What follows belongs to an exercise in optimizing a design on an open flow for small area and a short achievable clock period; a production flow would make more cautious choices. No functional check of the RTL was part of this run.

File: flow/run.sh
#!/bin/bash
# synth_recipe.tcl (not shown) runs the flow's synth.tcl, then flattens the netlist and writes it again
# the make line also repeats each setting of config.mk as NAME=value (left out here)
make -C /OpenROAD-flow-scripts/flow DESIGN_CONFIG=/design/flow/config.mk WORK_HOME=/design/flow/orfs CLKGATE_MAP_FILE= SYNTH_SCRIPT=/design/flow/synth_recipe.tcl finish
File: flow/config.mk
export PLATFORM = sky130hd
export DESIGN_NAME = hb_filter
export DESIGN_NICKNAME = hb_filter
export VERILOG_FILES = /design/flow/design.v
export SDC_FILE = /design/flow/constraint.sdc
export NUM_CORES = 4
export LEC_CHECK = 0
export CAP_MARGIN = 20
export CORE_MARGIN = 2
export CORE_UTILIZATION = 40
export SLEW_MARGIN = 20
File: flow/constraint.sdc
create_clock -name core_clock -period 16.0 [get_ports {clk}]
set_input_delay 3.2000 -clock core_clock [delete_from_list [all_inputs] [get_ports {clk}]]
set_output_delay 3.2000 -clock core_clock [all_outputs]
set_load 0.01 [all_outputs]
File: flow/design.v
module hb_filter(input logic clk,
		 input logic reset_n,
		 input logic signed [15:0] x_in,    
		 output logic signed [15:0] y_out
		 );
	logic signed [15:0] taps [26:0];   
	logic signed [30:0] sum;
	logic signed [30:0] p[0:6];       
	function automatic logic signed [15:0] w(input int i);
		case (i)
			0: w =   460;
			1: w =  -483;
			2: w =   750;
			3: w = -1153;
			4: w =  1835;
			5: w = -3322;
			default: w = 10378;
		endcase
	endfunction
	localparam logic signed [15:0] w13=16384;
	always_ff @(posedge clk or negedge reset_n) begin
		if (~reset_n) begin
		  for (int k = 0; k < 27; k = k+1)
		    taps[k] <= 16'b0000000000000000;
		end else begin
		  for (int k = 26; k > 0; k = k-1)
		    taps[k] <= taps[k-1];
		  taps[0] <= x_in;
		end
	end
  always_comb begin
	for (int i = 0; i < 7; i = i+1)
		p[i] = w(i) * (taps[i*2] + taps[26-i*2]);
    sum = p[0] + p[1] + p[2] + p[3] + p[4] + p[5] + p[6] + w13*taps[13];  
  end
    always_ff @(posedge clk or negedge reset_n) begin
		if (~reset_n) 
			y_out <=0;
		else 
			y_out <= sum >>> 15;    
	end
endmodule
==> run_results.csv <==
group,metric,value,unit
critical_path,crit_path_max_fanout,7,
global_routing,grt_pass1_vias,28520,
sta,tns,0,ns
drt,num_vias,27438,
die,core,112000,µm²
clocking,cts_setup_buffers,0,
clocking,cts.reportedPaths.clkPinSlew,0.07,ns
yosys,synth-simple-area-share,0.0478,
sta,hold_viol_final,0,
clocking,cts_buffer_depth,3,
die,die_y,341,µm
yosys,synth_compound_area_frac,0.0689,
sta,slew_viol_final,0,
layout,fin_nets,5564,
yosys,synth_edf_count,0,
job,max-cap-violations,0,
yosys,synth_top_area_share,0.308,
yosys,synth_top_family_by_area,"adder cells",
drt,drt_pass1_iterations,5,
yosys,yosys-top-cells-area,"fa_1 (31%), dfrtp_1 (25%), ha_1 (18%)",
yosys,yosysWarnings,3,
drt,drt_iter0_markers,1551,
critical_path,cp_slowest_cell,"a311oi_1",
critical_path,crit_path_frequent_cell,"fa_1",
layout,postLayoutCoreUtil,0.441,
die,rows,123,
outcome,status,"no timing/DRC/antenna violations",
yosys,synthFlopType,"dfrtp_1",
placement,gp_congestion,0.937,
sta,worstMarginPinSlew,1.10,ns
yosys,synthTopCellsByCount,"inv_1 (1,092), fa_1 (698), ha_1 (666)",
sta,post-route-period-util,0.868,
global_routing,antenna_found_initial,3,
yosys,yosysTopAreaCell,"fa_1",
critical_path,r2r_slack,2.10,ns
yosys,synth_mux_area_frac,0.00303,
yosys,postSynthAreaPerCell,11.2,µm²
critical_path,crit_path_start_kind,"register",
placement,portBuffers,33,
sta,fin_ws,2.10,ns
yosys,ys_seq_area_frac,0.247,
global_routing,grt_usage,0.197,
min_path,worstHoldEndpoint,"taps[12][1]",
global_routing,overflow,0,
critical_path,reg2reg_depth,44,
yosys,synth_seq_cells,448,
clocking,ctsRootBufferMaster,"clkbuf_16",
critical_path,crit_required,16.49,ns
die,ioPinCount,34,
yosys,synth-adder-area-share,0.491,
yosys,yosysUniqueCellTypes,92,
drt,wl,109000,µm
yosys,syn_nets,5453,
global_routing,grt_pass1_wl,172000,µm
yosys,synth.cell_area,45400,µm²
sta,fin_skew,0.0363,ns
sta,fin_crit,13.90,ns
min_path,whs_path_depth,0,
global_routing,grt_max_degree,87,
clocking,cts.sinks,448,
drt,drc,0,
critical_path,cp.arrival,14.39,ns
sta,hold_ws,0.343,ns
layout,fill_cells,10468,
sta,relSlewSlack,0.262,
layout,drive_gt1_frac,0.0403,
drt,antenna_left,0,
critical_path,slowest_delay,0.66,ns
critical_path,critPathBufInv,8,
layout,seq_area,11200,µm²
placement,preCtsSetupSlack,2.28,ns
sta,rsz0062_at_grt,"false",
layout,multiInputGateArea,30000,µm²
yosys,synthArstFlopShare,1.00,
clocking,numCtsBuffers,46,
critical_path,reg2reg_from,"taps[4][1]",
sta,max_freq,72.0,MHz
drt,wl_per_cell,19.0,µm
layout,area_growth,9.22,%
min_path,holdCritPathClass,"reg2reg",
critical_path,end_kind,"register",
min_path,min_from,"taps[11][1]",
yosys,postSynthCellCount,4071,
die,die_w,341,µm
clocking,ctsHoldBuffers,0,
critical_path,path_delay_family,"adder cells",
critical_path,crit_type,"reg2reg",
die,start_util,0.403,
yosys,synthXorXnorAreaFrac,0.0508,
clocking,tritoncts,"yes",
clocking,cts.repair.resized,0,
sta,setup_viol_count_final,0,
placement,hpwl,94500,µm
drt,vias_per_cell,4.80,
clocking,htree_levels,2,
yosys,synth.most_common_cell,"inv_1",
clocking,clock_latency,0.62,ns
critical_path,r2r-end,"y_out[15]",
die,die-area,116000,µm²
layout by cell type, fill, tap and decap left out, types with 7 or more instances in the layout:
cell	instances
or3_1	18
o21a_1	29
nand3_1	40
and2_1	13
a21oi_1	147
nor3_1	49
ha_1	666
fa_1	698
a211oi_1	13
o31a_1	7
clkbuf_8	7
a211o_1	8
o211ai_1	11
nand3b_1	7
clkdlybuf4s50_1	32
and3_1	26
nor3b_1	8
or2_2	12
bufinv_16	9
buf_4	36
o21bai_1	27
dfrtp_1	448
clkbuf_16	47
a21o_1	44
nand4_1	9
xor2_1	72
nor2b_1	26
mux2i_1	7
xnor2_1	185
o21ai_0	69
nor2_1	108
a31oi_1	15
nand2_1	70
inv_1	1092
nand2b_1	19
metal layers:
layer	routed length, µm	track usage	part of all wire
met5	7	0	0.000064
met1	51800	0.294	0.48
met3	6440	0.0387	0.059
met2	46700	0.288	0.43
met4	3820	0.0625	0.035
worst max path at each step:
stage | startpoint | to | depth (start not counted)
5_1_grt | taps[22][0] | y_out[15] | 48
2_1_floorplan | taps[4][0] | y_out[15] | 48
6_report | taps[4][1] | y_out[15] | 44
3_5_place_dp | taps[4][1] | y_out[15] | 44
4_1_cts | taps[4][0] | y_out[15] | 48
3_3_place_gp | taps[4][0] | y_out[15] | 48
logic make-up after synthesis:
| family | after synthesis |
|---|---|
| buffers and inverters | 1100 |
| adder cells (fa/ha/maj) | 1364 |
| XOR/XNOR | 260 |
| AND/OR/NAND/NOR | 426 |
| flip-flops | 448 |
| multiplexers | 13 |
| AO/OA/AOI/OAI | 460 |
flip-flops by register name, indices dropped and copies added, names as in the netlist:
register  count
taps        432
y_out        16
area by class of cell:
class / count / area share
clock inverter: 26 / 0.00866
timing repair buffer: 70 / 0.0124
clock buffer: 58 / 0.0260
sequential: 448 / 0.226
inverter: 1093 / 0.0828
antenna: 1 / 0.0000505
multi-input combinational: 2523 / 0.606
tap: 1500 / 0.0379
per-stage QoR:
step	std cells	cell area, µm²
2_1_floorplan	4071	45400
3_3_place_gp	5634	47800
3_5_place_dp	5634	47800
4_1_cts	5718	49600
5_1_grt	5718	49600
6_report	5719	49600

## afterwards: timing with drivers on the ports
No port has a modelled driver above. Below, the same layout with a new extraction and two added sets of constraints. Step 1 assumes that a clkbuf_16 drives the clock port and a buf_2 every other input. Step 2, shift: input delay + t, output delay - t, t = (earliest + latest rising clock arrival at the registers) / 2. This alone moves slack from input paths to output paths. a / b / c = no drivers / after step 1 / after step 2; a / b = the first two.
shift t [ns]: 0.656
setup WS [ns]: 2.104 / 2.104 / 2.104
worst hold slack (ns): 0.343 / 0.343 / 0.343
slew at the worst register clock pin (ns): 0.07 / 0.07
After both steps this run still meets setup and hold. The setup slack of this run moves by 0.000 ns with the drivers and by 0.000 ns with both steps.
